This is an optimization exercise on Yosys and OpenROAD, whose aim is small area, not a production implementation.
The RTL was checked by simulation tests, not by an equivalence proof against the original design.

run A:
==> flow/design.v (excerpt) <==
module Txt_Renderer(
	input              CLOCK_50,
	input              RST_N,         
	input       [3:1]  KEY,
	input       [9:0]  SW,
	output      [6:0]  HEX3,
	output      [6:0]  HEX5,
	output             LEDR0,
	input       [31:0] from_hps,
	output      [7:0]  hps_dout1,     
	output      [7:0]  hps_dout2,     
	output             hps_op_cplt,   
	output      [2:0]  hps_sens_mode, 
	output      [3:1]  hps_sens_t,    
	output             hps_graph,     
	output      [12:0] p1_addr,
	output             p1_we,
	output      [7:0]  p1_w,
	input       [7:0]  p1_r,
	output      [12:0] p2_addr,
	input       [7:0]  p2_r,
	output VGA_CLK,
	output VGA_BLANK_N,
	output VGA_HS,
	output VGA_VS,
	output [7:0]VGA_R,
	output [7:0]VGA_B,
	output [7:0]VGA_G
);
	wire rst;
	assign rst = ~RST_N;
	function [11:0] add12(input [11:0] a, input [11:0] b, input ci);
		integer k; reg c; reg [11:0] s;
		begin
			c = ci;
			for (k = 0; k < 12; k = k + 1) begin
				s[k] = a[k] ^ b[k] ^ c;
				c = (a[k] & b[k]) | (c & (a[k] ^ b[k]));
			end
			add12 = s;
		end
	endfunction
	function [12:0] inc13(input [12:0] a);
		integer k; reg c; reg [12:0] s;
		begin
			c = 1'b1;
			for (k = 0; k < 13; k = k + 1) begin
				s[k] = a[k] ^ c;
				c = a[k] & c;
			end
			inc13 = s;
		end
	endfunction
	function [12:0] dec13(input [12:0] a);
		integer k; reg c; reg [12:0] s;
		begin
			c = 1'b1;
			for (k = 0; k < 13; k = k + 1) begin
				s[k] = a[k] ^ c;
  ...
Size: roughly 3,800 cells after synthesis, roughly 910 flip-flops, about 0.048 mm^2 of cells after synthesis.
export LEC_CHECK = 0
export CAP_MARGIN = 10
export CORE_MARGIN = 2
export CORE_UTILIZATION = 55
export CTS_CLUSTER_DIAMETER = 70
export CTS_CLUSTER_SIZE = 28
export PLACE_DENSITY = 0.7
export SLEW_MARGIN = 10
export SYNTH_MEMORY_MAX_BITS = 65536
create_clock -name core_clock -period 30.0 [get_ports {CLOCK_50}]
standard.sh (not shown) runs the stock make flow with config.mk's settings and CLKGATE_MAP_FILE= SYNTH_SCRIPT=/design/flow/synth_recipe.tcl, a recipe that flattens the netlist after the stock synthesis.
==> flow/flow/run.sh <==
#!/bin/bash
# Layout flow: the standard layout (standard.sh, ORFS make targets) run
# with a copy of the ORFS scripts that changes how the layout is made, not
# what it must meet:
#  - synthesis maps to cells with flow/abc_area.script, an area-oriented ABC
#    script (rounds of &dc2, &dch and &nf with delay relaxed, no buffering
#    or upsizing; the later ORFS
#    repair steps still fix slew, capacitance and timing);
#  - clock tree synthesis inserts no dummy loads;
#  - port buffers are buf_1 cells.
# Every tool's output goes to ORFS's logs under orfs/logs; make's own output
# goes to flow_make.log here.
set -euo pipefail
rm -rf scripts_area
cp -r "$FLOW_HOME/scripts" scripts_area
cp flow/abc_area.script scripts_area/abc_speed.script
sed -i 's/^  -sink_clustering_enable \\$/  -sink_clustering_enable -dont_use_dummy_load \\/' scripts_area/cts.tcl
grep -q -- '-dont_use_dummy_load' scripts_area/cts.tcl
bash standard.sh SCRIPTS_DIR="$PWD/scripts_area" \
  "BUFFER_PORTS_ARGS=-buffer_cell sky130_fd_sc_hd__buf_1" \
  finish > flow_make.log 2>&1
==> flow/flow/abc_area.script <==
&get -n
&st
&dc2
&dch -f
&nf -R 1000 -p
&st
&dc2
&dch -f
&nf -R 1000 -p
&st
&dc2
&dch -f
&nf -R 1000 -p
&st
&dc2
&dch -f
&nf -R 1000 -p
&put
topo
stime -c
What run B does differently from run A at the input level:
-- flow/config.mk --
<<< run A, line 8
export CAP_MARGIN = 10
>>> run B, line 8
export CAP_MARGIN = 20
<<< run A, line 10
export CORE_UTILIZATION = 55
export CTS_CLUSTER_DIAMETER = 70
export CTS_CLUSTER_SIZE = 28
export PLACE_DENSITY = 0.7
export SLEW_MARGIN = 10
>>> run B, line 10
export CORE_UTILIZATION = 40
export CTS_CLUSTER_DIAMETER = 60
export CTS_CLUSTER_SIZE = 25
export SLEW_MARGIN = 20
Results
Run B: routed length per instance about 7.5% below run A
Final area (lower): run A
Looking at fraction of met1 tracks used by global routing, run B sits 15 points lower than run A does.
What run C does differently from run B at the input level:
-- flow/config.mk --
<<< run B, line 8
export CAP_MARGIN = 20
>>> run C, line 8
export CAP_MARGIN = 10
<<< run B, line 10
export CORE_UTILIZATION = 40
export CTS_CLUSTER_DIAMETER = 60
export CTS_CLUSTER_SIZE = 25
export SLEW_MARGIN = 20
>>> run C, line 10
export CORE_UTILIZATION = 55
export CTS_CLUSTER_DIAMETER = 70
export CTS_CLUSTER_SIZE = 28
export GPL_TIMING_DRIVEN = 0
export PLACE_DENSITY = 0.7
export SLEW_MARGIN = 10
[summary]
Summary: with run B as the reference, highest clock rate in run C moved down by a few percent. On remaining max-slew budget at the tightest pin, run C does worse than run B. From run B to run C the numbers moved as follows: routed wire length shows a reduction of 6100 um, global-route track usage on met3 shows an increase of 2.8 points. Measured against run C, the non-clock buffer count of run B comes out at 1.2 times the reference value. Every stage of run C finished as expected; the final checks, on the other hand, flagged max-capacitance violations, which means the layout fails. Run B finished all stages; the layout is clean. Number of clock buffers in the layout ends up higher on run B.
Inputs modified between run C and run D:
-- flow/config.mk --
<<< run C, line 11
export CTS_CLUSTER_DIAMETER = 70
export CTS_CLUSTER_SIZE = 28
export GPL_TIMING_DRIVEN = 0
>>> run D, line 11
export CTS_CLUSTER_DIAMETER = 60
export CTS_CLUSTER_SIZE = 25
==> comparison <==
Compared run D against run C; final non-filler cell area within noise.
When the final numbers for run D and run C were put side by side, the last weighted congestion value of the routability-driven placer turned out to be greater in run D.
Run D vs. run C: maximum frequency went up about 3%, met3 usage went up 1.1 points, post-route minimum period went down 0.84 ns.
Every run in run D and run C closed cleanly, with the single exception of run C.
--- input diff run D..run E ---
-- flow/config.mk --
<<< run D, line 13
>>> run E, line 13
export GPL_TIMING_DRIVEN = 0
Post-layout minimum cycle time: run E vs run D up 0.68 ns
Run D reports its worst setup path endpoint as VGA_R[5] while run E reports VGA_R[4].
Utilization: run E and run D compared, higher one is run E
Lower routed wire length was reported by run E, not run D.

==> static timing again, ports no longer ideal <==
No port has a modelled driver above. Below, the same layouts with a new extraction and two added sets of constraints.
Step 1 sets driving cells, clkbuf_16 on the clock port and buf_2 on the other inputs (assumed; they add their load-dependent delay and slew).
Step 2 adds t to the input delays and takes it off the output delays; t is the mean of the earliest and latest rising clock arrival at the registers after step 1. Input paths then give back, and output paths get back, about the clock's delay inside the block.
Slacks: no drivers / after step 1 / after step 2; pairs: no drivers / after step 1.
run | shift t [ns] | setup slack, ns | worst setup path after step 2
run A | 0.706 | 1.580 / 1.552 / 1.552 | input to output
run B | 0.719 | 1.585 / 1.559 / 1.559 | input to output
run C | 0.690 | 0.728 / 0.706 / 0.706 | input to output
run D | 0.689 | 1.568 / 1.540 / 1.540 | input to output
run E | 0.713 | 0.892 / 0.870 / 0.870 | input to output
